Source: an optimization exercise on an open RTL-to-GDS flow (aim: small area, a short achievable clock period and few clock cycles). Production flows keep margins and buffers that such runs may drop.
RTL that was checked went through simulation tests only; none was proved equivalent to the original.
The RTL of runs 2 to 5 was laid out without a check of its function.
In runs 1 to 3 and 5 the design's own scripts or RTL, not TritonCTS, make the clock network.
The clock input has no modelled driver; a real chip could not lean on it and would need a root buffer or a full tree.
Power figures rest on the tool's default switching activity, not on a simulated workload.

[flow/run.sh]
#!/bin/bash
# The standard layout (standard.sh) with three changes:
#  - ports are buffered with a small plain buffer instead of a delay buffer;
#  - the clock tree is one level of buffers made by flow/clock_tree.tcl,
#    which replaces clock_tree_synthesis in the CTS step;
#  - everything else is ORFS as standard.sh runs it.
# Each tool's full output stays in orfs/logs; this script's own output goes
# to standard.log.
set -o pipefail
export BUFFER_PORTS_ARGS="-buffer_cell ${PORT_BUF:-sky130_fd_sc_hd__buf_1}"
export PRE_CTS_TCL="$PWD/flow/clock_tree.tcl"
export CLK_GROUPS=${CLK_GROUPS:-4}
export CLK_BUF=${CLK_BUF:-sky130_fd_sc_hd__clkbuf_16}
export SKIP_REPAIR_TIE_FANOUT=1
bash standard.sh > standard.log 2>&1
[standard.sh]
#!/bin/bash
# synth_recipe.tcl (not shown) runs the flow's synth.tcl, then flattens the netlist and writes it again
# the make line also repeats each setting of config.mk as NAME=value (left out here)
make -C /OpenROAD-flow-scripts/flow DESIGN_CONFIG=/design/flow/config.mk WORK_HOME=/design/flow/orfs CLKGATE_MAP_FILE= SYNTH_SCRIPT=/design/flow/synth_recipe.tcl "${@:-finish}"
[design.v]
`timescale 1ns/10ps
module huffman(clk,
               reset,
               gray_valid,
               gray_data,
               CNT_valid,
               CNT1,
               CNT2,
               CNT3,
               CNT4,
               CNT5,
               CNT6,
               code_valid,
               HC1,
               HC2,
               HC3,
               HC4,
               HC5,
               HC6,
               M1,
               M2,
               M3,
               M4,
               M5,
               M6);
    input clk;
    input reset;
    input gray_valid;
    input [7:0] gray_data;
    output reg CNT_valid;
    output [7:0] CNT1, CNT2, CNT3, CNT4, CNT5, CNT6;
    output reg code_valid;
    output [7:0] HC1, HC2, HC3, HC4, HC5, HC6;
    output [7:0] M1, M2, M3, M4, M5, M6;
    reg gv_d, gv_dd;
    reg [2:0] lvl;           
    reg run;                 
    reg ph;                  
    reg [4:0] swr;           
    reg mg;                  
    reg lst;                 
    reg lsw;                 
    reg [6:0] cnt [0:5];
    reg [2:0] pos [0:5];
    reg [4:0] hc  [0:5];
    reg [2:0] ln  [0:5];     
    wire [4:0] gt;
    wire [4:0] sw;
    genvar g;
    generate
        for (g = 0; g < 5; g = g + 1) begin : cmp
            assign gt[g] = cnt[g] > cnt[g+1];
            if (g == 0) begin : f
                assign sw[g] = gt[g];
            end else begin : n
                assign sw[g] = gt[g] & ~gt[g-1];
            end
        end
    endgenerate
    wire start = gv_dd & ~gv_d;
    wire decide = start | (run & ~ph);
    wire two_left = ~|{pos[0][2:1], pos[1][2:1], pos[2][2:1],
                       pos[3][2:1], pos[4][2:1], pos[5][2:1]};
    wire [6:0] sum = cnt[0] + cnt[1];
    always @(posedge clk) begin
        if (reset) begin
            gv_d       <= 1'b0;
            gv_dd      <= 1'b0;
            CNT_valid  <= 1'b0;
            run        <= 1'b0;
            ph         <= 1'b0;
            swr        <= 5'd0;
            mg         <= 1'b0;
            lst        <= 1'b0;
            lsw        <= 1'b0;
            code_valid <= 1'b0;
        end else begin
            gv_d       <= gray_valid;
            gv_dd      <= gv_d;
            CNT_valid  <= start;
            run        <= (start | run) & ~lst;
            ph         <= decide;
            swr        <= (decide & ~two_left) ? sw : 5'd0;
            mg         <= decide & (~|gt | two_left);
            lst        <= decide & two_left;
            lsw        <= gt[0];
            code_valid <= lst;
        end
    end
    reg [6:0] eng [0:5];
    integer i;
    always @(*) begin
        for (i = 0; i < 6; i = i + 1) begin
            if (mg) begin
                if (i == 0)
                    eng[i] = sum;
                else if (i == 5)
                    eng[i] = 7'h7f;
                else
                    eng[i] = cnt[(i+1)%6];
            end else if (i < 5 && swr[i%5])
                eng[i] = cnt[(i+1)%6];
            else if (i > 0 && swr[(i+4)%5])
                eng[i] = cnt[(i+5)%6];
            else
                eng[i] = cnt[i];
        end
    end
    always @(posedge clk) begin
        if (gray_valid && gray_data >= 8'd1 && gray_data <= 8'd6)
            lvl <= gray_data[2:0];
        else
            lvl <= 3'd0;
    end
    always @(posedge clk) begin
        for (i = 0; i < 6; i = i + 1) begin
            if (reset || lst)
                cnt[i] <= 7'd0;
            else if (lvl == 6 - i)
                cnt[i] <= cnt[i] + 7'd1;
            else
                cnt[i] <= eng[i];
        end
    end
    function [5:0] jdec(input [2:0] p);
        jdec = {p[2] & ~p[1], p[1] & ~p[0], p[2] & p[0],
                ~p[2] & p[1], ~p[1] & p[0], ~p[2] & ~p[0]};
    endfunction
    always @(posedge clk) begin
        for (i = 0; i < 6; i = i + 1) begin
            if (gray_valid) begin
                pos[i] <= (i == 0) ? 3'b100 : (i == 1) ? 3'b110 :
                          (i == 2) ? 3'b111 : (i == 3) ? 3'b011 :
                          (i == 4) ? 3'b001 : 3'b000;
                hc[i]  <= 5'd0;
                ln[i]  <= 3'b000;
            end else if (mg) begin
                if (~pos[i][2] & ~pos[i][1]) begin
                    pos[i] <= 3'b000;
                    ln[i] <= {ln[i][1], ln[i][0], ~ln[i][2]};
                    if (pos[i][0] == (lst & lsw))
                        hc[i] <= hc[i] | jdec(ln[i]);
                end else
                    pos[i] <= {~pos[i][0], pos[i][2], pos[i][1]};
            end else if (|(jdec(pos[i]) & {1'b0, swr}))
                pos[i] <= {pos[i][1], pos[i][0], ~pos[i][2]};
            else if (|(jdec(pos[i]) & {swr, 1'b0}))
                pos[i] <= {~pos[i][0], pos[i][2], pos[i][1]};
        end
    end
    assign CNT1 = {1'b0, cnt[5]};
    assign CNT2 = {1'b0, cnt[4]};
    assign CNT3 = {1'b0, cnt[3]};
    assign CNT4 = {1'b0, cnt[2]};
    assign CNT5 = {1'b0, cnt[1]};
    assign CNT6 = {1'b0, cnt[0]};
    assign HC1 = {3'b0, hc[0]};
    assign HC2 = {3'b0, hc[1]};
    assign HC3 = {3'b0, hc[2]};
    assign HC4 = {3'b0, hc[3]};
    assign HC5 = {3'b0, hc[4]};
    assign HC6 = {3'b0, hc[5]};
    assign M1 = {3'b0, ln[0][2] & ~ln[0][1], ln[0][2] & ~ln[0][0], ln[0][2], ln[0][2] | ln[0][1], ln[0][2] | ln[0][0]};
    assign M2 = {3'b0, ln[1][2] & ~ln[1][1], ln[1][2] & ~ln[1][0], ln[1][2], ln[1][2] | ln[1][1], ln[1][2] | ln[1][0]};
    assign M3 = {3'b0, ln[2][2] & ~ln[2][1], ln[2][2] & ~ln[2][0], ln[2][2], ln[2][2] | ln[2][1], ln[2][2] | ln[2][0]};
    assign M4 = {3'b0, ln[3][2] & ~ln[3][1], ln[3][2] & ~ln[3][0], ln[3][2], ln[3][2] | ln[3][1], ln[3][2] | ln[3][0]};
    assign M5 = {3'b0, ln[4][2] & ~ln[4][1], ln[4][2] & ~ln[4][0], ln[4][2], ln[4][2] | ln[4][1], ln[4][2] | ln[4][0]};
    assign M6 = {3'b0, ln[5][2] & ~ln[5][1], ln[5][2] & ~ln[5][0], ln[5][2], ln[5][2] | ln[5][1], ln[5][2] | ln[5][0]};
endmodule
[flow/clock_tree.tcl]
# Clock tree made here instead of by clock_tree_synthesis: the flip-flops
# are split into CLK_GROUPS groups by position (k-means), and each group is
# clocked by one CLK_BUF buffer placed at the group's centre and driven by
# the clock port.  All flip-flops see one buffer between the port and their
# clock pin.
proc my_clock_tree { args } {
  set k $::env(CLK_GROUPS)
  set db [ord::get_db]
  set block [ord::get_db_block]
  set master [$db findMaster $::env(CLK_BUF)]
  set clk_net [$block findNet clk]
  set sinks {}
  foreach it [$clk_net getITerms] {
    if { [$it isInputSignal] } { lappend sinks $it }
  }
  set pts {}
  foreach it $sinks {
    set box [[$it getInst] getBBox]
    lappend pts [list [expr { ([$box xMin] + [$box xMax]) / 2 }] [expr { ([$box yMin] + [$box yMax]) / 2 }]]
  }
  set n [llength $sinks]
  # initial centres: a grid over the flip-flops' bounding box
  set xs [lmap p $pts { lindex $p 0 }]
  set ys [lmap p $pts { lindex $p 1 }]
  set x0 [tcl::mathfunc::min {*}$xs]; set x1 [tcl::mathfunc::max {*}$xs]
  set y0 [tcl::mathfunc::min {*}$ys]; set y1 [tcl::mathfunc::max {*}$ys]
  set gx [expr { int(ceil(sqrt($k))) }]
  set gy [expr { int(ceil(1.0 * $k / $gx)) }]
  set cent {}
  for { set c 0 } { $c < $k } { incr c } {
    set ix [expr { $c % $gx }]
    set iy [expr { $c / $gx }]
    lappend cent [list [expr { int($x0 + ($ix + 0.5) * ($x1 - $x0) / $gx) }] [expr { int($y0 + ($iy + 0.5) * ($y1 - $y0) / $gy) }]]
  }
  set asg [lrepeat $n 0]
  for { set iter 0 } { $iter < 30 } { incr iter } {
    # assign, with a cap on group size to keep the loads even
    set cap [expr { int(ceil(1.0 * $n / $k)) + 1 }]
    set cnt [lrepeat $k 0]
    set pairs {}
    for { set i 0 } { $i < $n } { incr i } {
      lassign [lindex $pts $i] x y
      for { set c 0 } { $c < $k } { incr c } {
        lassign [lindex $cent $c] cx cy
        lappend pairs [list [expr { abs($x - $cx) + abs($y - $cy) }] $i $c]
      }
    }
    set done [lrepeat $n 0]
    foreach pr [lsort -integer -index 0 $pairs] {
      lassign $pr d i c
      if { [lindex $done $i] || [lindex $cnt $c] >= $cap } { continue }
      lset done $i 1
      lset asg $i $c
      lset cnt $c [expr { [lindex $cnt $c] + 1 }]
    }
    set new {}
    for { set c 0 } { $c < $k } { incr c } {
      set sx 0; set sy 0; set m 0
      for { set i 0 } { $i < $n } { incr i } {
        if { [lindex $asg $i] == $c } {
          lassign [lindex $pts $i] x y
          incr sx $x; incr sy $y; incr m
        }
      }
      if { $m > 0 } { lappend new [list [expr { $sx / $m }] [expr { $sy / $m }]] } else { lappend new [lindex $cent $c] }
    }
    set cent $new
  }
  for { set c 0 } { $c < $k } { incr c } {
    set inst [odb::dbInst_create $block $master "clkbuf_bench_$c"]
    set net [odb::dbNet_create $block "clknet_bench_$c"]
    $net setSigType CLOCK
    lassign [lindex $cent $c] cx cy
    $inst setLocation [expr { $cx - [$master getWidth] / 2 }] $cy
    $inst setPlacementStatus PLACED
    [$inst findITerm A] connect $clk_net
    [$inst findITerm X] connect $net
    for { set i 0 } { $i < $n } { incr i } {
      if { [lindex $asg $i] == $c } {
        set it [lindex $sinks $i]
        $it disconnect
        $it connect $net
      }
    }
    puts "clock group $c: [lindex $cnt $c] flip-flops"
  }
  set_propagated_clock [all_clocks]
}
rename clock_tree_synthesis orfs_clock_tree_synthesis
proc clock_tree_synthesis { args } { my_clock_tree }
[config.mk]
export PLATFORM = sky130hd
export DESIGN_NAME = huffman
export DESIGN_NICKNAME = huffman
export VERILOG_FILES = /design/flow/design.v
export SDC_FILE = /design/flow/constraint.sdc
export NUM_CORES = 4
export LEC_CHECK = 0
export ABC_CLOCK_PERIOD_IN_PS = 2200
export CAP_MARGIN = 20
export CORE_MARGIN = 2
export CORE_UTILIZATION = 70
export SETUP_SLACK_MARGIN = 3.8
export SLEW_MARGIN = 20
[constraint.sdc]
create_clock -name core_clock -period 6.0 [get_ports {clk}]
set_input_delay 1.2000 -clock core_clock [delete_from_list [all_inputs] [get_ports {clk}]]
set_output_delay 1.2000 -clock core_clock [all_outputs]
set_load 0.01 [all_outputs]
==> results.tsv, run 1 <==
stage	metric	value	unit
min_path	Hold Startpoint	ln[1][2]$_SDFFE_PP0P_	
setup_path	ordered cell list for the critical path	buf_1, or2_4, nor2_1, o311ai_1, a31oi_1	
sta	Slew HR	51.1	%
die	io pins	157	
setup_path	family with the most delay on the worst path	simple AND/OR/NAND/NOR gates	
power	Pint	0.00157	W
sta	Max Slew Vio Count	0	
die	Die Span X	111	um
yosys	cell count after synthesis	1073	
layout	antenna cells	0	
sta	Final Hold Fails	0	
layout	Filler cells	1017	
job	maxcap violations	0	
power	Gate power share	45.5	%
min_path	Worst Hold Class	flip-flop to flip-flop	
power	Max VDD drop	0.000228	V
clock_tree	clock-pin slew on the worst setup and hold paths	0.11	ns
power	switching share of power	43.7	%
global_route	initial antenna violation count	0	
min_path	Hold Path End	ln[1][0]$_SDFFE_PP0P_	
sta	Tcrit/Tclk final	36.1	%
routing	via count	7629	
layout	final instance area	8200	um^2
yosys	top cell type's share of synthesized area	31.2	%
yosys	cell area after synthesis	8010	um^2
setup_path	startpoint types	primary input	
placement	Buffers on Ports	114	
yosys	EDFF count, synth	0	
power	PwrDens	341	nW/um^2
sta	Worst Skew	0.0120	ns
routing	initial DRC count	658	
sta	fin crit period	2.17	ns
sta	fmax	461	MHz
routing	antenna-violating nets left	0	
global_route	All-Layer GR Usage	29.9	%
placement	DP HPWL	13.7	mm
setup_path	CP Data Required Time	6.05	ns
routing	drt drc	0	
power	Leakage	3.08	nW
yosys	Synth warnings	6	
global_route	GR Overflow Total	0	
setup_path	CP max stage cell	or2_4	
setup_path	Largest stage delay, worst path	0.50	ns
global_route	first-pass GRT wire length	32.4	mm
yosys	Cell variety after synth	73	
die	die height	111	um
setup_path	CP startpoint	reset	
yosys	Mean Syn Cell Area	7.47	um^2
routing	length of the first detailed-routing pass in iterations	5	
yosys	top_reg_cell synth	dfxtp_1	
placement	Placement Cell Area	8040	um^2
yosys	Seq/Total Area, Yosys	31.2	%
die	initial core utilization	71.1	%
yosys	top cells by area, synth	dfxtp_1 31%, ha_1 7.3%, nor2_1 6.5%	
setup_path	Setup CP Type	primary input to flip-flop	
power	P_sw	0.00122	W
clock_tree	Skew-Pair Late Insertion Delay	0.18	ns
layout	Nets	1150	
sta	RSZ-0062 raised after global routing	true	
sta	Worst Max-Slew Pin Slew	0.728	ns
clock_tree	CTS Hold Bufs	0	
yosys	cell taking the most area after synthesis	dfxtp_1	
setup_path	Reg2Reg Depth	8	
sta	final setup vio count	0	
global_route	vias in the first global route	6696	
routing	WL final	19.3	mm
setup_path	Worst EP arrival	2.22	ns
setup_path	R2R Path Start	cnt[1][2]$_SDFFE_PP0P_	
setup_path	capturing element type of the critical path	flip-flop	
power	Clk pwr share	12.3	%
yosys	asr flop ratio synth	0	%
power	Seq pwr share	42.2	%
sta	hold slack	0.454	ns
run_status	status	finished clean	
setup_path	r2r setup slk	3.90	ns
layout	layout cells sized above 1	5.51	%
routing	wire per inst	15.7	um
yosys	flip-flop and latch count after synthesis	125	
routing	DR vias/cell	6.19	
setup_path	worst r2r dst	cnt[0][6]$_SDFFE_PP0P_	
min_path	Hold Crit Depth	1	
setup_path	Crit path buffers/inverters	1	
global_route	largest net degree at the start of global routing	44	
sta	setup TNS	0	ns
die	Die ar.	12300	um^2
layout	Syn-to-layout area delta	2.33	%
die	Core ar.	11300	um^2
die	row count	39	
placement	Routability Congestion	0.905	
setup_path	worst-path maximum fanout	38	
-- cells by family after synthesis --
kind of cell,share of synthesized area (%)
buffers and inverters,11.0
other,0.0468
AO/OA/AOI/OAI,22.7
AND/OR/NAND/NOR,23.7
adder cells (fa/ha/maj),7.59
flip-flops,31.2
XOR/XNOR,0.984
multiplexers,2.81
-- power by group through the flow --
stage	Clock (W)	Sequential [W]	Combinational, W
global route	0.000372	0.00120	0.00142
finish	0.000343	0.00118	0.00127
detailed placement	0	0.00119	0.00125
global placement	0	0.00118	0.00123
CTS	0.000346	0.00117	0.00126
floorplan	0	0.00107	0.00108
-- per-layer routing --
metal	vias to the layer above	track usage (%)	part of all wire (%)
met1	3564	42.4	45
met5	-	0	0
met2	267	51.4	47
li1	3775	-	-
met3	23	2.13	6.7
met4	0	4.50	0.99
-- worst max-delay path by stage --
stage / endpoint / slack, ns / depth (start not counted)
floorplan: cnt[0][6]$_SDFFE_PP0P_ / 3.96 / 8
global placement: pos[2][2]$_SDFFE_PP1P_ / 3.28 / 4
detailed placement: pos[2][2]$_SDFFE_PP1P_ / 3.31 / 4
CTS: pos[2][2]$_SDFFE_PP1P_ / 3.75 / 4
global route: cnt[0][5]$_SDFFE_PP0P_ / 3.69 / 5
finish: cnt[0][5]$_SDFFE_PP0P_ / 3.83 / 5
-- worst reg2reg max path: cells and delay by family (launching register included) --
| family | cells | cell delay [ns] |
|---|---|---|
| AOI/OAI and AO/OA | 4 | 0.63 |
| DFF | 1 | 0.42 |
| muxes | 1 | 0.36 |
| adders and majority gates | 1 | 0.33 |
| and+or+nand+nor | 1 | 0.19 |
| buffers and inverters | 1 | 0.09 |
-- what timing repair did --
action	CTS	global route
setup buffers	0	0
resized for setup	5	32
endpoints found under the setup margin	63	43
hold endpoints to repair	0	0
-- through the flow --
| stage | instances | setup WS (ns) | power [W] | utilization (%) |
|---|---|---|---|---|
| after floorplan | 1073 | 3.96 | 0.00215 | - |
| after global placement | 1228 | 3.28 | 0.00241 | 71.3 |
| after detailed placement | 1228 | 3.31 | 0.00244 | 71.3 |
| after CTS | 1232 | 3.75 | 0.00277 | 72.3 |
| after global routing | 1232 | 3.69 | 0.00300 | 72.7 |
| final | 1232 | 3.83 | 0.00280 | 72.7 |
-- registers in the layout, summed over array words and instances, names as in the netlist --
name,count
pos,18
gv_d,1
mg,1
CNT_valid,1
run,1
swr,5
lvl,3
cnt,42
ph,1
ln,18
gv_dd,1
lst,1
hc,30
lsw,1
code_valid,1
-- cell usage in the layout (no fill, tap or decap), types with 4 or more instances in the layout --
cell type | synthesis | final
clkbuf_16 | 0 | 4
nor2_1 | 138 | 137
and2_1 | 8 | 8
a211oi_1 | 19 | 19
a21oi_1 | 96 | 95
dfxtp_1 | 125 | 101
nor4_1 | 5 | 4
o22ai_1 | 7 | 7
nand2_1 | 76 | 76
o21ai_1 | 26 | 26
or3_1 | 5 | 5
nand3_1 | 46 | 46
nand3b_1 | 8 | 8
a31oi_1 | 54 | 54
o21bai_1 | 4 | 4
mux2i_1 | 18 | 18
a22oi_1 | 7 | 7
and3_1 | 15 | 15
nand4_1 | 10 | 10
o21ai_0 | 40 | 40
nor3b_1 | 4 | 4
a221oi_1 | 6 | 6
buf_1 | 4 | 111
inv_1 | 69 | 67
nor2b_1 | 8 | 8
nand2b_1 | 16 | 16
ha_1 | 47 | 46
xnor2_1 | 5 | 5
dfxtp_2 | 0 | 24
xor2_1 | 4 | 4
o31ai_1 | 6 | 6
inv_2 | 4 | 6
nor3_1 | 31 | 30
-- synth_stat cells, types with 4 or more instances --
cell type,n
xnor2_1,5
nand3b_1,8
o22ai_1,7
a211oi_1,19
xor2_1,4
a21oi_1,96
o21bai_1,4
nand4_1,10
buf_1,4
nor4_1,5
clkbuf_1,37
a31oi_1,54
mux2i_1,18
nand2b_1,16
nor2b_1,8
a221oi_1,6
nand2_1,76
or3_1,5
dfxtp_1,125
and3_1,15
inv_2,4
o31ai_1,6
nand3_1,46
a22oi_1,7
ha_1,47
and2_1,8
o21ai_1,26
o21ai_0,40
buf_2,13
nor3_1,31
buf_4,50
nor2_1,138
inv_1,69
nor3b_1,4
-- area by class of cell --
class / instances / area (um^2) / area share [%]
flip-flops and latches: 125 / 2530 / 30.9
plain buffers: 4 / 100 / 1.22
multi-input cells: 770 / 4650 / 56.8
repair buffers: 117 / 460 / 5.61
inverters: 73 / 274 / 3.34
well taps: 143 / 179 / 2.18
Testbench counts, summed over its fixed seeds: cycles 24,880.
==> run 2, diff against run 1 <==
--- a/design.v
+++ b/design.v
@@ -34,4 +34,5 @@
     output [7:0] M1, M2, M3, M4, M5, M6;
     reg gv_d, gv_dd;
+    reg lv;                  
     reg [2:0] lvl;           
     reg run;                 
@@ -108,8 +109,6 @@
     end
     always @(posedge clk) begin
-        if (gray_valid && gray_data >= 8'd1 && gray_data <= 8'd6)
-            lvl <= gray_data[2:0];
-        else
-            lvl <= 3'd0;
+        lv  <= gray_valid & ~|gray_data[7:3];
+        lvl <= gray_data[2:0];
     end
     always @(posedge clk) begin
@@ -117,5 +116,5 @@
             if (reset || lst)
                 cnt[i] <= 7'd0;
-            else if (lvl == 6 - i)
+            else if (lv && lvl == 6 - i)
                 cnt[i] <= cnt[i] + 7'd1;
             else
--- a/flow/run.sh
+++ b/flow/run.sh
@@ -12,4 +12,3 @@
 export CLK_GROUPS=${CLK_GROUPS:-4}
 export CLK_BUF=${CLK_BUF:-sky130_fd_sc_hd__clkbuf_16}
-export SKIP_REPAIR_TIE_FANOUT=1
 bash standard.sh > standard.log 2>&1
==> run 2 against run 1 <==
  * Synthesized cell count fell by 2.1%
  * Combinational power up 16%
  * Clock power shrank 2%
  * Cell count is 1.9% higher
  * Clock skew up 0.0042 ns
  * Register-to-register slack barely moved
  * Setup slack got worse by 0.030 ns
  * Still clean on timing, DRC and antenna
  * Critical path depth is 2 lower
  * Sequential power grew 6%
  * Maximum frequency decreased by 1.4%
==> results.tsv, run 2 <==
stage	metric	value	unit
run_status	status	finished clean	
global_route	All-Layer GR Usage	29.8	%
yosys	cell count after synthesis	1051	
placement	Routability Congestion	0.927	
yosys	Seq/Total Area, Yosys	32.1	%
layout	Filler cells	901	
setup_path	Setup CP Type	primary input to flip-flop	
sta	RSZ-0062 raised after global routing	true	
layout	combined area of the multi-input logic cells	4660	um^2
placement	Buffers on Ports	114	
sta	Worst Skew	0.0162	ns
setup_path	ordered cell list for the critical path	buf_1, or2_2, nor2_1	
global_route	initial antenna violation count	0	
setup_path	startpoint types	primary input	
yosys	Mean Syn Cell Area	7.47	um^2
sta	final setup margin	3.80	ns
sta	Max Slew Vio Count	0	
layout	Reg area	2550	um^2
global_route	first-pass GRT wire length	30.0	mm
sta	Tcrit/Tclk final	36.7	%
layout	Nets	1176	
clock_tree	Skew-Pair Late Insertion Delay	0.18	ns
yosys	flip-flop and latch count after synthesis	126	
yosys	Synth warnings	6	
setup_path	capturing element type of the critical path	flip-flop	
global_route	largest net degree at the start of global routing	51	
yosys	most common library cells after synthesis	146 x nor2_1, 126 x dfxtp_1, 81 x a21oi_1	
sta	Final Hold Fails	0	
die	die height	110	um
yosys	cell area after synthesis	7860	um^2
yosys	top cell type's share of synthesized area	32.1	%
setup_path	Worst EP arrival	2.25	ns
routing	DR vias/cell	6.08	
routing	WL final	19.0	mm
layout	flip-flop count of the largest register after layout	42	
die	row count	38	
setup_path	Largest stage delay, worst path	0.52	ns
yosys	cell with the most instances after synthesis	nor2_1	
setup_path	r2r setup slk	3.90	ns
sta	fin crit period	2.20	ns
setup_path	R2R Path Start	cnt[1][3]$_SDFFE_PP0P_	
min_path	Hold Startpoint	ln[4][2]$_SDFFE_PP0P_	
clock_tree	CTS Hold Bufs	0	
die	io pins	157	
sta	setup TNS	0	ns
power	Leakage	3.21	nW
layout	utilization after layout	76.1	%
layout	layout cells sized above 1	5.29	%
routing	initial DRC count	810	
yosys	top_reg_cell synth	dfxtp_1	
routing	wire per inst	15.1	um
setup_path	worst r2r dst	mg$_SDFF_PP0_	
die	Die Span X	110	um
min_path	Worst Hold Class	flip-flop to flip-flop	
global_route	GR Overflow Total	0	
routing	via count	7630	
layout	Largest Register	cnt	
layout	antenna cells	0	
power	PwrDens	369	nW/um^2
die	Core ar.	10900	um^2
setup_path	worst-path maximum fanout	18	
global_route	vias in the first global route	6326	
setup_path	family with the most delay on the worst path	simple AND/OR/NAND/NOR gates	
yosys	cell taking the most area after synthesis	dfxtp_1	
sta	final setup vio count	0	
job	maxcap violations	0	
yosys	top cells by area, synth	dfxtp_1 32%, ha_1 7.5%, nor2_1 7.0%	
setup_path	Reg2Reg Depth	7	
placement	DP HPWL	13.3	mm
yosys	EDFF count, synth	0	
placement	pre-CTS WS	2.72	ns
yosys	Cell variety after synth	59	
layout	Syn-to-layout area delta	5.45	%
setup_path	CP max stage cell	or2_2	
sta	Worst Max-Slew Pin Slew	0.823	ns
layout	commonest non-fill, non-tap cell in the layout	nor2_1	
power	Max VDD drop	0.000287	V
routing	length of the first detailed-routing pass in iterations	6	
yosys	asr flop ratio synth	0	%
layout	Largest regs	cnt: 42 flops, hc: 30 flops	
min_path	Hold Path End	ln[4][0]$_SDFFE_PP0P_	
sta	Slew HR	44.9	%
sta	fmax	455	MHz
setup_path	Crit path buffers/inverters	1	
routing	drt drc	0	
clock_tree	clock-pin slew on the worst setup and hold paths	0.11	ns
routing	antenna-violating nets left	0	
layout	most frequent cells in the layout	144 x nor2_1, 110 x buf_1, 106 x dfxtp_1	
setup_path	CP Data Required Time	6.05	ns
min_path	Hold Crit Depth	1	
die	Die ar.	12100	um^2
die	initial core utilization	72.1	%
[run 2: cell types whose count changed after synthesis, sizes merged, moves of 8 or more]
cell / change
a31oi: -11
a211oi: +10
o211ai: +16
nand3: -15
clkbuf: +8
a21oi: -16
o22ai: +10
buf: -9
[run 2: cell type report]
type,count,area share [%]
flip-flops and latches,126,30.8
inverters,77,3.60
well taps,140,2.11
repair buffers,122,5.98
plain buffers,4,1.21
multi-input cells,786,56.3
[run 2: worst max-delay path by stage]
stage | from | cells after the start | end | slack [ns]
floorplan | gray_valid | 4 | hc[2][1]$_SDFFE_PP0P_ | 3.82
global placement | mg$_SDFF_PP0_ | 5 | hc[5][3]$_SDFFE_PP0P_ | 2.85
detailed placement | mg$_SDFF_PP0_ | 5 | hc[5][0]$_SDFFE_PP0P_ | 2.72
CTS | ln[3][2]$_SDFFE_PP0P_ | 3 | M4[4] | 3.81
global route | reset | 4 | cnt[5][3]$_SDFFE_PP0P_ | 3.76
finish | reset | 3 | cnt[0][1]$_SDFFE_PP0P_ | 3.80
[run 2: cell families (layout without fill, tap and decap cells)]
family	Yosys count	count (layout)	synth area share [%]
compound gates	300	300	24.0
xor+xnor	15	15	1.67
mux	21	21	2.68
fa+ha+maj	48	48	7.74
simple gates	359	360	20.5
buf+inv	181	203	11.2
other cells	1	42	0.0477
flops	126	126	32.1
[run 2: per-stage QoR]
step / area, um^2 / hold slack (ns) / instances / total power [W]
floorplan: 8010 / 0.426 / 1092 / 0.00234
global placement: 8040 / 0.436 / 1244 / 0.00263
global route: 8280 / 0.488 / 1255 / 0.00330
detailed placement: 8040 / 0.453 / 1244 / 0.00265
CTS: 8190 / 0.471 / 1248 / 0.00301
finish: 8280 / 0.460 / 1255 / 0.00306
[run 2: metal layers]
layer | GRT usage, % | wire length (um) | up-vias
li1 | - | - | 3755
met1 | 41.4 | 8330 | 3512
met2 | 51.3 | 8880 | 339
met3 | 2.13 | 1550 | 24
met4 | 5.06 | 244 | 0
met5 | 0 | 0 | -
[run 2: power breakdown]
group          internal [W]  switching, W  total, W
Clock              0.000125      0.000211  0.000336
Combinational      0.000621      0.000849   0.00147
Sequential         0.000962      0.000288   0.00125
[run 2: repair_timing]
| item | CTS | global route |
|---|---|---|
| setup endpoints to repair | 111 | 50 |
| setup buffers | 0 | 5 |
| hold endpoints to repair | 0 | 0 |
| pin swaps | 0 | 1 |
| gates resized for setup | 14 | 26 |
| cloned | 0 | 1 |
==> run 3, diff against run 2 <==
--- a/design.v
+++ b/design.v
@@ -34,4 +34,5 @@
     output [7:0] M1, M2, M3, M4, M5, M6;
     reg gv_d, gv_dd;
+    reg rst_d;               
     reg lv;                  
     reg [2:0] lvl;           
@@ -109,4 +110,5 @@
     end
     always @(posedge clk) begin
+        rst_d <= reset;
         lv  <= gray_valid & ~|gray_data[7:3];
         lvl <= gray_data[2:0];
@@ -114,5 +116,5 @@
     always @(posedge clk) begin
         for (i = 0; i < 6; i = i + 1) begin
-            if (reset || lst)
+            if (rst_d || lst)
                 cnt[i] <= 7'd0;
             else if (lv && lvl == 6 - i)
@@ -128,5 +130,5 @@
     always @(posedge clk) begin
         for (i = 0; i < 6; i = i + 1) begin
-            if (gray_valid) begin
+            if (gv_d) begin
                 pos[i] <= (i == 0) ? 3'b100 : (i == 1) ? 3'b110 :
                           (i == 2) ? 3'b111 : (i == 3) ? 3'b011 :
==> flow/run.sh (replaced) <==
#!/bin/bash
# The standard layout (standard.sh) with three changes:
#  - ports are buffered with a small plain buffer instead of a delay buffer;
#  - the clock tree is made by flow/clock_tree.tcl (one or two levels),
#    which replaces clock_tree_synthesis in the CTS step;
#  - everything else is ORFS as standard.sh runs it.
# Each tool's full output stays in orfs/logs; this script's own output goes
# to standard.log.
set -o pipefail
export BUFFER_PORTS_ARGS="-buffer_cell ${PORT_BUF:-sky130_fd_sc_hd__buf_1}"
export PRE_CTS_TCL="$PWD/flow/clock_tree.tcl"
export CLK_ROOTS=${CLK_ROOTS:-4}
export CLK_LEAVES=${CLK_LEAVES:-2}
export CLK_BUF=${CLK_BUF:-sky130_fd_sc_hd__clkbuf_16}
export CLK_ROOT_BUF=${CLK_ROOT_BUF:-sky130_fd_sc_hd__clkbuf_16}
bash standard.sh > standard.log 2>&1
==> flow/clock_tree.tcl (replaced) <==
# Clock tree made here instead of by clock_tree_synthesis.
# The flip-flops are split by position (balanced k-means) into CLK_ROOTS
# groups, and each of those into CLK_LEAVES subgroups.  Each subgroup is
# clocked by one CLK_BUF buffer at its centre.  With CLK_LEAVES 1 the clock
# port drives those buffers; otherwise it drives one CLK_ROOT_BUF buffer per
# group, at the group's centre, which drives the group's subgroup buffers.
# Every flip-flop sees the same number of buffers between the port and its
# clock pin.

# balanced k-means: returns the group of each point and the group centres
proc my_kmeans { pts k } {
  set n [llength $pts]
  set xs [lmap p $pts { lindex $p 0 }]
  set ys [lmap p $pts { lindex $p 1 }]
  set x0 [tcl::mathfunc::min {*}$xs]; set x1 [tcl::mathfunc::max {*}$xs]
  set y0 [tcl::mathfunc::min {*}$ys]; set y1 [tcl::mathfunc::max {*}$ys]
  if { ($x1 - $x0) >= ($y1 - $y0) } {
    set gx [expr { int(ceil(sqrt($k))) }]
    set gy [expr { int(ceil(1.0 * $k / $gx)) }]
  } else {
    set gy [expr { int(ceil(sqrt($k))) }]
    set gx [expr { int(ceil(1.0 * $k / $gy)) }]
  }
  set cent {}
  for { set c 0 } { $c < $k } { incr c } {
    set ix [expr { $c % $gx }]
    set iy [expr { $c / $gx }]
    lappend cent [list [expr { $x0 + ($ix + 0.5) * ($x1 - $x0) / $gx }] [expr { $y0 + ($iy + 0.5) * ($y1 - $y0) / $gy }]]
  }
  set cap [expr { int(ceil(1.0 * $n / $k)) }]
  set asg [lrepeat $n 0]
  for { set iter 0 } { $iter < 40 } { incr iter } {
    set pairs {}
    for { set i 0 } { $i < $n } { incr i } {
      lassign [lindex $pts $i] x y
      for { set c 0 } { $c < $k } { incr c } {
        lassign [lindex $cent $c] cx cy
        lappend pairs [list [expr { abs($x - $cx) + abs($y - $cy) }] $i $c]
      }
    }
    set cnt [lrepeat $k 0]
    set done [lrepeat $n 0]
    foreach pr [lsort -real -index 0 $pairs] {
      lassign $pr d i c
      if { [lindex $done $i] || [lindex $cnt $c] >= $cap } { continue }
      lset done $i 1
      lset asg $i $c
      lset cnt $c [expr { [lindex $cnt $c] + 1 }]
    }
    set new {}
    for { set c 0 } { $c < $k } { incr c } {
      set sx 0.0; set sy 0.0; set m 0
      for { set i 0 } { $i < $n } { incr i } {
        if { [lindex $asg $i] == $c } {
          lassign [lindex $pts $i] x y
          set sx [expr { $sx + $x }]; set sy [expr { $sy + $y }]; incr m
        }
      }
      if { $m > 0 } { lappend new [list [expr { $sx / $m }] [expr { $sy / $m }]] } else { lappend new [lindex $cent $c] }
    }
    set cent $new
  }
  return [list $asg $cent]
}

proc my_buffer { name x y in_net cell } {
  set block [ord::get_db_block]
  set master [[ord::get_db] findMaster $cell]
  set inst [odb::dbInst_create $block $master "clkbuf_bench_$name"]
  set net [odb::dbNet_create $block "clknet_bench_$name"]
  $net setSigType CLOCK
  $inst setLocation [expr { int($x) - [$master getWidth] / 2 }] [expr { int($y) }]
  $inst setPlacementStatus PLACED
  [$inst findITerm A] connect $in_net
  [$inst findITerm X] connect $net
  return $net
}

proc my_clock_tree { args } {
  set roots $::env(CLK_ROOTS)
  set leaves $::env(CLK_LEAVES)
  set block [ord::get_db_block]
  set clk_net [$block findNet clk]
  set sinks {}
  foreach it [$clk_net getITerms] {
    if { [$it isInputSignal] } { lappend sinks $it }
  }
  set pts {}
  foreach it $sinks {
    set box [[$it getInst] getBBox]
    lappend pts [list [expr { ([$box xMin] + [$box xMax]) / 2.0 }] [expr { ([$box yMin] + [$box yMax]) / 2.0 }]]
  }
  lassign [my_kmeans $pts $roots] asg cent
  for { set r 0 } { $r < $roots } { incr r } {
    set sub_sinks {}
    set sub_pts {}
    for { set i 0 } { $i < [llength $sinks] } { incr i } {
      if { [lindex $asg $i] == $r } {
        lappend sub_sinks [lindex $sinks $i]
        lappend sub_pts [lindex $pts $i]
      }
    }
    if { $leaves > 1 } {
      lassign [lindex $cent $r] cx cy
      set root_net [my_buffer "r$r" $cx $cy $clk_net $::env(CLK_ROOT_BUF)]
      lassign [my_kmeans $sub_pts $leaves] sub_asg sub_cent
    } else {
      set root_net $clk_net
      set sub_asg [lrepeat [llength $sub_sinks] 0]
      set sub_cent [list [lindex $cent $r]]
    }
    for { set l 0 } { $l < $leaves } { incr l } {
      lassign [lindex $sub_cent $l] lx ly
      set net [my_buffer "${r}_$l" $lx $ly $root_net $::env(CLK_BUF)]
      set m 0
      for { set i 0 } { $i < [llength $sub_sinks] } { incr i } {
        if { [lindex $sub_asg $i] == $l } {
          set it [lindex $sub_sinks $i]
          $it disconnect
          $it connect $net
          incr m
        }
      }
      puts "clock buffer ${r}_$l: $m flip-flops"
    }
  }
  set_propagated_clock [all_clocks]
}
rename clock_tree_synthesis orfs_clock_tree_synthesis
proc clock_tree_synthesis { args } { my_clock_tree }
--- a/config.mk
+++ b/config.mk
@@ -6,8 +6,8 @@
 export NUM_CORES = 4
 export LEC_CHECK = 0
-export ABC_CLOCK_PERIOD_IN_PS = 2200
+export ABC_CLOCK_PERIOD_IN_PS = 2000
 export CAP_MARGIN = 20
 export CORE_MARGIN = 2
 export CORE_UTILIZATION = 70
-export SETUP_SLACK_MARGIN = 3.8
+export SETUP_SLACK_MARGIN = 4.0
 export SLEW_MARGIN = 20
==> run 3 against run 2 <==
  * Largest cell class unchanged
  * Still clean on timing, DRC and antenna
  * Critical endpoint is now M5[4]
  * Via count increased by 12%
  * Utilization up 10 points
  * Die area rose by 2.0%
  * Maximum frequency rose by 2.6%
  * Routed wire length increased by 26%
  * Synthesized cell count is essentially flat
  * Cell count rose by 7.6%
  * Largest power group unchanged
  * Highest routed layer unchanged
==> results.tsv, run 3 <==
stage	metric	value	unit
yosys	most common library cells after synthesis	129 x nor2_1, 127 x dfxtp_1, 81 x nand2_1	
die	Die ar.	12300	um^2
yosys	Mean Syn Cell Area	7.62	um^2
routing	antenna-violating nets left	0	
yosys	cell area after synthesis	8020	um^2
power	Leakage	4.21	nW
yosys	cell taking the most area after synthesis	dfxtp_1	
layout	Largest Register	cnt	
sta	Final Hold Fails	0	
yosys	Synth warnings	6	
sta	RSZ-0062 raised after global routing	true	
layout	final instance area	9770	um^2
setup_path	startpoint types	flip-flop	
layout	commonest non-fill, non-tap cell in the layout	nor2_1	
layout	antenna cells	0	
clock_tree	clock-pin slew on the worst setup and hold paths	0.07	ns
min_path	Hold Crit Depth	2	
routing	length of the first detailed-routing pass in iterations	6	
sta	fmax	467	MHz
global_route	initial antenna violation count	0	
layout	layout cells sized above 1	26.2	%
setup_path	ordered cell list for the critical path	inv_4, nor2_2, buf_2	
setup_path	r2r setup slk	4.03	ns
yosys	flip-flop and latch count after synthesis	127	
yosys	top_reg_cell synth	dfxtp_1	
die	row count	39	
layout	most frequent cells in the layout	121 x nor2_1, 85 x buf_4, 76 x a21oi_1	
power	Gate power share	52.0	%
setup_path	Setup CP Type	flip-flop to output pin	
global_route	largest net degree at the start of global routing	66	
layout	Nets	1268	
power	P_sw	0.00169	W
layout	combined area of the multi-input logic cells	4860	um^2
routing	wire per inst	17.7	um
layout	flip-flop count of the largest register after layout	42	
power	Clk pwr share	16.2	%
setup_path	worst r2r dst	cnt[0][4]$_SDFFE_PP0P_	
die	Core ar.	11300	um^2
yosys	top cell type's share of synthesized area	31.7	%
power	total power	0.00395	W
routing	initial DRC count	776	
routing	DR vias/cell	6.32	
placement	Routability Congestion	0.896	
min_path	Hold Startpoint	hc[3][4]$_SDFFE_PP0P_	
layout	Largest regs	cnt: 42 flops, hc: 30 flops	
die	Die Span X	111	um
global_route	first-pass GRT wire length	36.4	mm
layout	Syn-to-layout area delta	21.8	%
clock_tree	Skew-Pair Late Insertion Delay	0.28	ns
routing	via count	8529	
routing	drt drc	0	
run_status	status	finished clean	
yosys	Cell variety after synth	74	
setup_path	capturing element type of the critical path	output pin	
global_route	GR Overflow Total	0	
min_path	Worst Hold Class	flip-flop to flip-flop	
sta	setup TNS	0	ns
setup_path	Worst EP arrival	0.94	ns
placement	DP HPWL	13.6	mm
sta	Worst Max-Slew Pin Slew	0.866	ns
yosys	Seq/Total Area, Yosys	31.7	%
sta	Slew HR	42.1	%
setup_path	CP max stage cell	dfxtp_4	
global_route	All-Layer GR Usage	34.3	%
die	die height	111	um
yosys	asr flop ratio synth	0	%
sta	Max Slew Vio Count	0	
setup_path	R2R Path Start	cnt[1][0]$_SDFFE_PP0P_	
placement	Placement Cell Area	8180	um^2
yosys	cell with the most instances after synthesis	nor2_1	
setup_path	Largest stage delay, worst path	0.37	ns
yosys	cell count after synthesis	1052	
job	maxcap violations	0	
routing	WL final	23.9	mm
sta	Worst Skew	0.0164	ns
placement	Buffers on Ports	114	
die	initial core utilization	70.8	%
setup_path	CP Data Required Time	4.80	ns
setup_path	Reg2Reg Depth	8	
sta	fin crit period	2.14	ns
global_route	vias in the first global route	7617	
setup_path	worst-path maximum fanout	6	
sta	final setup vio count	0	
power	switching share of power	42.9	%
power	Pint	0.00226	W
layout	utilization after layout	86.3	%
yosys	top cells by area, synth	dfxtp_1 32%, ha_1 7.3%, nor2_1 6.0%	
power	Max VDD drop	0.000433	V
yosys	EDFF count, synth	0	
power	PwrDens	405	nW/um^2
layout	Filler cells	668	
layout	Reg area	2770	um^2
min_path	Hold Path End	hc[3][4]$_SDFFE_PP0P_	
die	io pins	157	
power	Seq pwr share	31.8	%
sta	Tcrit/Tclk final	35.7	%
[run 3: changes by cell type in the layout (fill, tap and decap cells not counted), sizes merged, moves of 5 or more]
| cell | delta |
|---|---|
| o211ai | -9 |
| buf | +83 |
| nand3 | +10 |
| mux2i | +6 |
| clkbuf | +9 |
| a31oi | +15 |
| nor2 | -16 |
| o21a | -5 |
| o21bai | +5 |
[run 3: worst max-delay path, delay by kind of cell, from the launching register on]
kind                   cells  cell delay, ns
buffers and inverters      2            0.19
DFF                        1            0.37
and+or+nand+nor            1            0.12
[run 3: kinds of logic after synthesis]
group	Yosys count	synth area share [%]
and+or+nand+nor	364	21.5
xor gates and xnor gates	14	1.53
DFF	127	31.7
adders and majority gates	48	7.58
AOI/OAI and AO/OA	290	22.7
other	1	0.0468
muxes	28	3.51
buffers and inverters	180	11.4
[run 3: timing repair]
action | CTS | global route
setup buffers | 68 | 21
hold endpoints to repair | 0 | 0
endpoints found under the setup margin | 134 | 69
hold buffers | 0 | 0
pin swaps | 12 | 4
resized for setup | 216 | 74
[run 3: worst max-delay path by stage]
stage	startpoint	end	slack [ns]	cells past startpoint
CTS	ln[0][2]$_SDFFE_PP0P_	M1[3]	3.91	3
floorplan	gray_data[6]	lv$_DFF_P_	4.07	2
finish	ln[4][2]$_SDFFE_PP0P_	M5[4]	3.86	3
global route	ln[4][2]$_SDFFE_PP0P_	M5[4]	3.83	3
global placement	mg$_SDFF_PP0_	hc[3][3]$_SDFFE_PP0P_	3.73	6
detailed placement	mg$_SDFF_PP0_	hc[3][1]$_SDFFE_PP0P_	3.68	6
[run 3: power groups by stage]
| stage | Clock (W) | Sequential (W) | Combinational, W |
|---|---|---|---|
| floorplan | 0 | 0.00115 | 0.00138 |
| global placement | 0 | 0.00130 | 0.00154 |
| detailed placement | 0 | 0.00130 | 0.00157 |
| CTS | 0.000636 | 0.00124 | 0.00180 |
| global route | 0.000668 | 0.00128 | 0.00225 |
| finish | 0.000640 | 0.00126 | 0.00206 |
[run 3: cell type report]
class,instances,area share (%)
multi-input combinational,786,49.7
inverter,76,3.34
buffer,12,3.07
tap,143,1.83
timing repair buffer,206,13.7
sequential,127,28.4
[run 3: through the flow]
step / setup WS, ns / hold slack [ns] / std cells
floorplan: 4.07 / 0.428 / 1093
global placement: 3.73 / 0.446 / 1249
detailed placement: 3.68 / 0.455 / 1249
CTS: 3.91 / 0.471 / 1329
global route: 3.83 / 0.493 / 1350
finish: 3.86 / 0.470 / 1350
[run 3: per-layer routing]
metal	vias to the layer above	track usage, %	routed length (um)
met1	3960	43.2	9260
met2	510	61.1	11800
met4	0	11.6	771
met3	97	3.99	2030
li1	3962	-	-
met5	-	0	0
==> run 4, diff against run 3 <==
--- a/config.mk
+++ b/config.mk
@@ -6,8 +6,8 @@
 export NUM_CORES = 4
 export LEC_CHECK = 0
-export ABC_CLOCK_PERIOD_IN_PS = 2000
+export ABC_CLOCK_PERIOD_IN_PS = 1799
 export CAP_MARGIN = 20
 export CORE_MARGIN = 2
 export CORE_UTILIZATION = 70
-export SETUP_SLACK_MARGIN = 4.0
+export SETUP_SLACK_MARGIN = 4.2
 export SLEW_MARGIN = 20
==> run 4 against run 3 <==
  * The run now fails in global routing
  * Area after synthesis stayed put
  * Synthesized cell count unchanged
==> results.tsv, run 4 <==
stage	metric	value	unit
die	io pins	157	
global_route	largest net degree at the start of global routing	66	
die	initial core utilization	70.8	%
placement	pre-CTS WS	3.75	ns
run_status	status	aborted with a tool error	
yosys	Seq/Total Area, Yosys	31.7	%
yosys	top cell type's share of synthesized area	31.7	%
yosys	cell area after synthesis	8020	um^2
sta	Crit. endpoint post-GRT repair	M3[4]	
yosys	cell count after synthesis	1052	
placement	Routability Congestion	0.934	
yosys	cell taking the most area after synthesis	dfxtp_1	
die	row count	39	
yosys	top_reg_cell synth	dfxtp_1	
die	die height	111	um
placement	DP HPWL	14.0	mm
sta	Worst EP kind	top-level output	
placement	Buffers on Ports	114	
yosys	flip-flop and latch count after synthesis	127	
yosys	most common library cells after synthesis	129 x nor2_1, 127 x dfxtp_1, 81 x nand2_1	
yosys	cell with the most instances after synthesis	nor2_1	
run_status	Err	[ERROR DPL-0038] Utilization greater than 100%, impossible to legalize	
yosys	Synth warnings	6	
die	Die Span X	111	um
yosys	EDFF count, synth	0	
yosys	Cell variety after synth	74	
yosys	Mean Syn Cell Area	7.62	um^2
yosys	top cells by area, synth	dfxtp_1 32%, ha_1 7.3%, nor2_1 6.0%	
run_status	Fail Step	global routing	
yosys	asr flop ratio synth	0	%
run 4: cell counts after synthesis:
Identical to the previous run, type by type.
run 4: kinds of logic after synthesis:
logic type	count (synthesis)	share of synthesized area, %
AOI/OAI and AO/OA	290	22.7
xor gates and xnor gates	14	1.53
adders and majority gates	48	7.58
buffers and inverters	180	11.4
DFF	127	31.7
muxes	28	3.51
other	1	0.0468
and+or+nand+nor	364	21.5
run 4: how the worst max path moves through the flow:
stage	depth (start not counted)	end
2_1_floorplan	2	lv$_DFF_P_
3_3_place_gp	7	pos[0][2]$_SDFFE_PP1P_
3_5_place_dp	6	hc[3][1]$_SDFFE_PP0P_
4_1_cts	3	M6[4]
run 4: per-stage QoR:
| step | area [um^2] | hold WS, ns | std cells | util (%) | total power [W] |
|---|---|---|---|---|---|
| floorplan | 8230 | 0.428 | 1093 | - | 0.00255 |
| global placement | 8240 | 0.445 | 1249 | 72.8 | 0.00287 |
| detailed placement | 8240 | 0.454 | 1249 | 72.8 | 0.00290 |
| CTS | 10100 | 0.469 | 1330 | 89.3 | 0.00388 |
run 4: timing repair:
item / 4_1_cts
endpoints found under the setup margin: 192
gates resized for setup: 389
buffers inserted: 69
pin swaps: 24
hold buffers: 0
run 4: power by group through the flow:
stage | Sequential, W | Clock, W | Combinational (W)
after floorplan | 0.00116 | 0 | 0.00139
after global placement | 0.00131 | 0 | 0.00156
after detailed placement | 0.00130 | 0 | 0.00159
after CTS | 0.00126 | 0.000640 | 0.00198
==> run 5, diff against run 4 <==
--- a/config.mk
+++ b/config.mk
@@ -6,8 +6,8 @@
 export NUM_CORES = 4
 export LEC_CHECK = 0
-export ABC_CLOCK_PERIOD_IN_PS = 1799
+export ABC_CLOCK_PERIOD_IN_PS = 2200
 export CAP_MARGIN = 20
 export CORE_MARGIN = 2
 export CORE_UTILIZATION = 70
-export SETUP_SLACK_MARGIN = 4.2
+export SETUP_SLACK_MARGIN = 3.8
 export SLEW_MARGIN = 20
==> run 5 against run 4 <==
  * The run now finishes clean
  * Synthesized cell count did not move
  * Area after synthesis stayed put
==> results.tsv, run 5 <==
stage	metric	value	unit
global_route	vias in the first global route	6946	
yosys	asr flop ratio synth	0	%
die	Die Span X	111	um
yosys	top cell type's share of synthesized area	31.7	%
placement	Placement Cell Area	8180	um^2
setup_path	worst r2r dst	cnt[0][6]$_SDFFE_PP0P_	
placement	DP HPWL	13.9	mm
layout	Reg area	2610	um^2
setup_path	startpoint types	flip-flop	
yosys	flip-flop and latch count after synthesis	127	
die	Die ar.	12300	um^2
clock_tree	clock-pin slew on the worst setup and hold paths	0.07	ns
layout	Nets	1180	
layout	flip-flop count of the largest register after layout	42	
setup_path	Setup CP Type	flip-flop to output pin	
yosys	Synth warnings	6	
sta	RSZ-0062 raised after global routing	true	
clock_tree	CTS Hold Bufs	0	
yosys	cell area after synthesis	8020	um^2
layout	Largest Register	cnt	
yosys	cell taking the most area after synthesis	dfxtp_1	
layout	combined area of the multi-input logic cells	4740	um^2
min_path	Hold Path End	ln[3][0]$_SDFFE_PP0P_	
clock_tree	Skew-Pair Late Insertion Delay	0.28	ns
die	io pins	157	
layout	Filler cells	942	
layout	most frequent cells in the layout	127 x nor2_1, 108 x buf_1, 87 x dfxtp_1	
setup_path	ordered cell list for the critical path	buf_1	
global_route	GR Overflow Total	0	
layout	Finished Layout Cells	1262	
sta	fmax	457	MHz
sta	Max Slew Vio Count	0	
yosys	top_reg_cell synth	dfxtp_1	
layout	Largest regs	cnt: 42 flops, hc: 30 flops	
routing	via count	7643	
routing	wire per inst	15.6	um
setup_path	CP max stage cell	dfxtp_1	
yosys	Mean Syn Cell Area	7.62	um^2
min_path	Hold Startpoint	ln[3][2]$_SDFFE_PP0P_	
routing	WL final	19.7	mm
routing	drt drc	0	
die	die height	111	um
power	total power	0.00357	W
routing	antenna-violating nets left	0	
setup_path	CP Data Required Time	4.80	ns
routing	length of the first detailed-routing pass in iterations	5	
sta	final setup vio count	0	
min_path	Hold Crit Depth	1	
power	Leakage	3.39	nW
yosys	Cell variety after synth	74	
setup_path	R2R Path Start	cnt[0][0]$_SDFFE_PP0P_	
setup_path	Crit path buffers/inverters	1	
placement	Buffers on Ports	114	
sta	Tcrit/Tclk final	36.5	%
clock_tree	Post-CTS Repair Setup Buffers	0	
job	maxcap violations	0	
yosys	EDFF count, synth	0	
layout	antenna cells	0	
sta	fin crit period	2.19	ns
yosys	top cells by area, synth	dfxtp_1 32%, ha_1 7.3%, nor2_1 6.0%	
run_status	status	finished clean	
die	Core ar.	11300	um^2
global_route	initial antenna violation count	0	
sta	Worst Max-Slew Pin Slew	0.854	ns
setup_path	Largest stage delay, worst path	0.52	ns
die	initial core utilization	70.8	%
layout	layout cells sized above 1	8.67	%
sta	Worst Skew	0.0260	ns
placement	placed cells	1250	
setup_path	capturing element type of the critical path	output pin	
sta	setup TNS	0	ns
global_route	All-Layer GR Usage	30.4	%
setup_path	Worst EP arrival	0.99	ns
setup_path	Reg2Reg Depth	8	
die	row count	39	
setup_path	r2r setup slk	3.97	ns
placement	Routability Congestion	0.914	
global_route	largest net degree at the start of global routing	66	
yosys	cell count after synthesis	1052	
setup_path	worst-path maximum fanout	7	
min_path	Worst Hold Class	flip-flop to flip-flop	
sta	Final Hold Fails	0	
setup_path	family with the most delay on the worst path	flip-flops	
yosys	cell with the most instances after synthesis	nor2_1	
global_route	first-pass GRT wire length	32.7	mm
sta	Slew HR	42.6	%
yosys	Seq/Total Area, Yosys	31.7	%
layout	final instance area	8580	um^2
layout	Syn-to-layout area delta	7.02	%
power	PwrDens	416	nW/um^2
layout	commonest non-fill, non-tap cell in the layout	nor2_1	
routing	DR vias/cell	6.06	
power	Max VDD drop	0.000375	V
yosys	most common library cells after synthesis	129 x nor2_1, 127 x dfxtp_1, 81 x nand2_1	
routing	initial DRC count	593	
-- run 5: repair_timing --
action / in CTS / in global routing
endpoints found under the setup margin: 46 / 45
gates resized for setup: 19 / 44
cloned: 0 / 0
hold endpoints to repair: 0 / 0
-- run 5: how the worst max path moves through the flow --
stage                           startpoint                     end  slack (ns)  cells past startpoint
floorplan                     gray_data[6]              lv$_DFF_P_        3.96                      2
global placement             mg$_SDFF_PP0_   hc[3][1]$_SDFFE_PP0P_        3.69                      5
detailed placement           mg$_SDFF_PP0_  pos[0][2]$_SDFFE_PP1P_        3.60                      6
CTS                      swr[0]$_SDFF_PP0_  pos[0][2]$_SDFFE_PP1P_        3.77                      6
global route         ln[0][2]$_SDFFE_PP0P_                   M1[3]        3.80                      3
finish              cnt[3][2]$_SDFFE_PP0P_                 CNT3[2]        3.81                      1
-- run 5: logic make-up after synthesis --
logic type                 synth area share [%]
xor gates and xnor gates                   1.53
and+or+nand+nor                            21.5
AOI/OAI and AO/OA                          22.7
buffers and inverters                      11.4
adders and majority gates                  7.58
muxes                                      3.51
other                                    0.0468
DFF                                        31.7
-- run 5: where the power goes --
group	total [W]	switching, W	leakage, nW	internal (W)
sequential	0.00131	0.000323	1.05	0.000989
clock	0.000627	0.000272	0.148	0.000355
combinational	0.00163	0.000943	2.19	0.000690
-- run 5: cell type report --
| cell class | instances | area share (%) |
|---|---|---|
| Buffer | 12 | 3.50 |
| Multi-Input combinational cell | 786 | 55.2 |
| Inverter | 76 | 3.37 |
| Tap cell | 143 | 2.09 |
| Timing Repair Buffer | 118 | 5.47 |
| Sequential cell | 127 | 30.4 |
-- run 5: metrics by stage --
stage | hold slack [ns] | setup WS (ns) | util [%]
6_report | 0.459 | 3.81 | 75.8
5_1_grt | 0.479 | 3.80 | 75.8
4_1_cts | 0.470 | 3.77 | 75.1
3_5_place_dp | 0.453 | 3.60 | 72.3
3_3_place_gp | 0.444 | 3.69 | 72.3
2_1_floorplan | 0.428 | 3.96 | -
-- run 5: metal layers --
metal  routed length [um]  global-route usage [%]
met4                  366                    8.56
met3                 1520                    3.39
met1                 8350                    40.1
met5                    0                       0
met2                 9460                    53.1

-- re-timing with driven ports --
The results above use ideal ports. As a check the final layouts listed here were re-extracted and re-timed, cells and wires unchanged. Step 1, drivers: a clkbuf_16 drives clk and a buf_2 each remaining input, both assumed. Step 2 moves the port delays by t, midway between the first and last clock arrival at a register: inputs arrive t later, outputs are due t later. That takes back most of the time a late clock gives input paths. a / b / c = no drivers / after step 1 / after step 2; a / b = the first two.
run | t, ns | slack for setup (ns) | slew at the worst register clock pin (ns) | worst data-port slew with drivers (ns)
run 1 | 0.257 | 3.831 / 3.758 / 3.634 | 0.12 / 0.12 | 0.03
run 2 | 0.269 | 3.801 / 3.738 / 3.607 | 0.12 / 0.12 | 0.03
run 3 | 0.361 | 3.857 / 3.765 / 3.862 | 0.08 / 0.08 | 0.03
run 5 | 0.362 | 3.812 / 3.720 / 3.715 | 0.08 / 0.08 | 0.04
After both steps setup and hold are still met in every run listed. The setup slack of run 1, which loses most, moves by -0.073 ns with the drivers and by -0.197 ns with both steps.
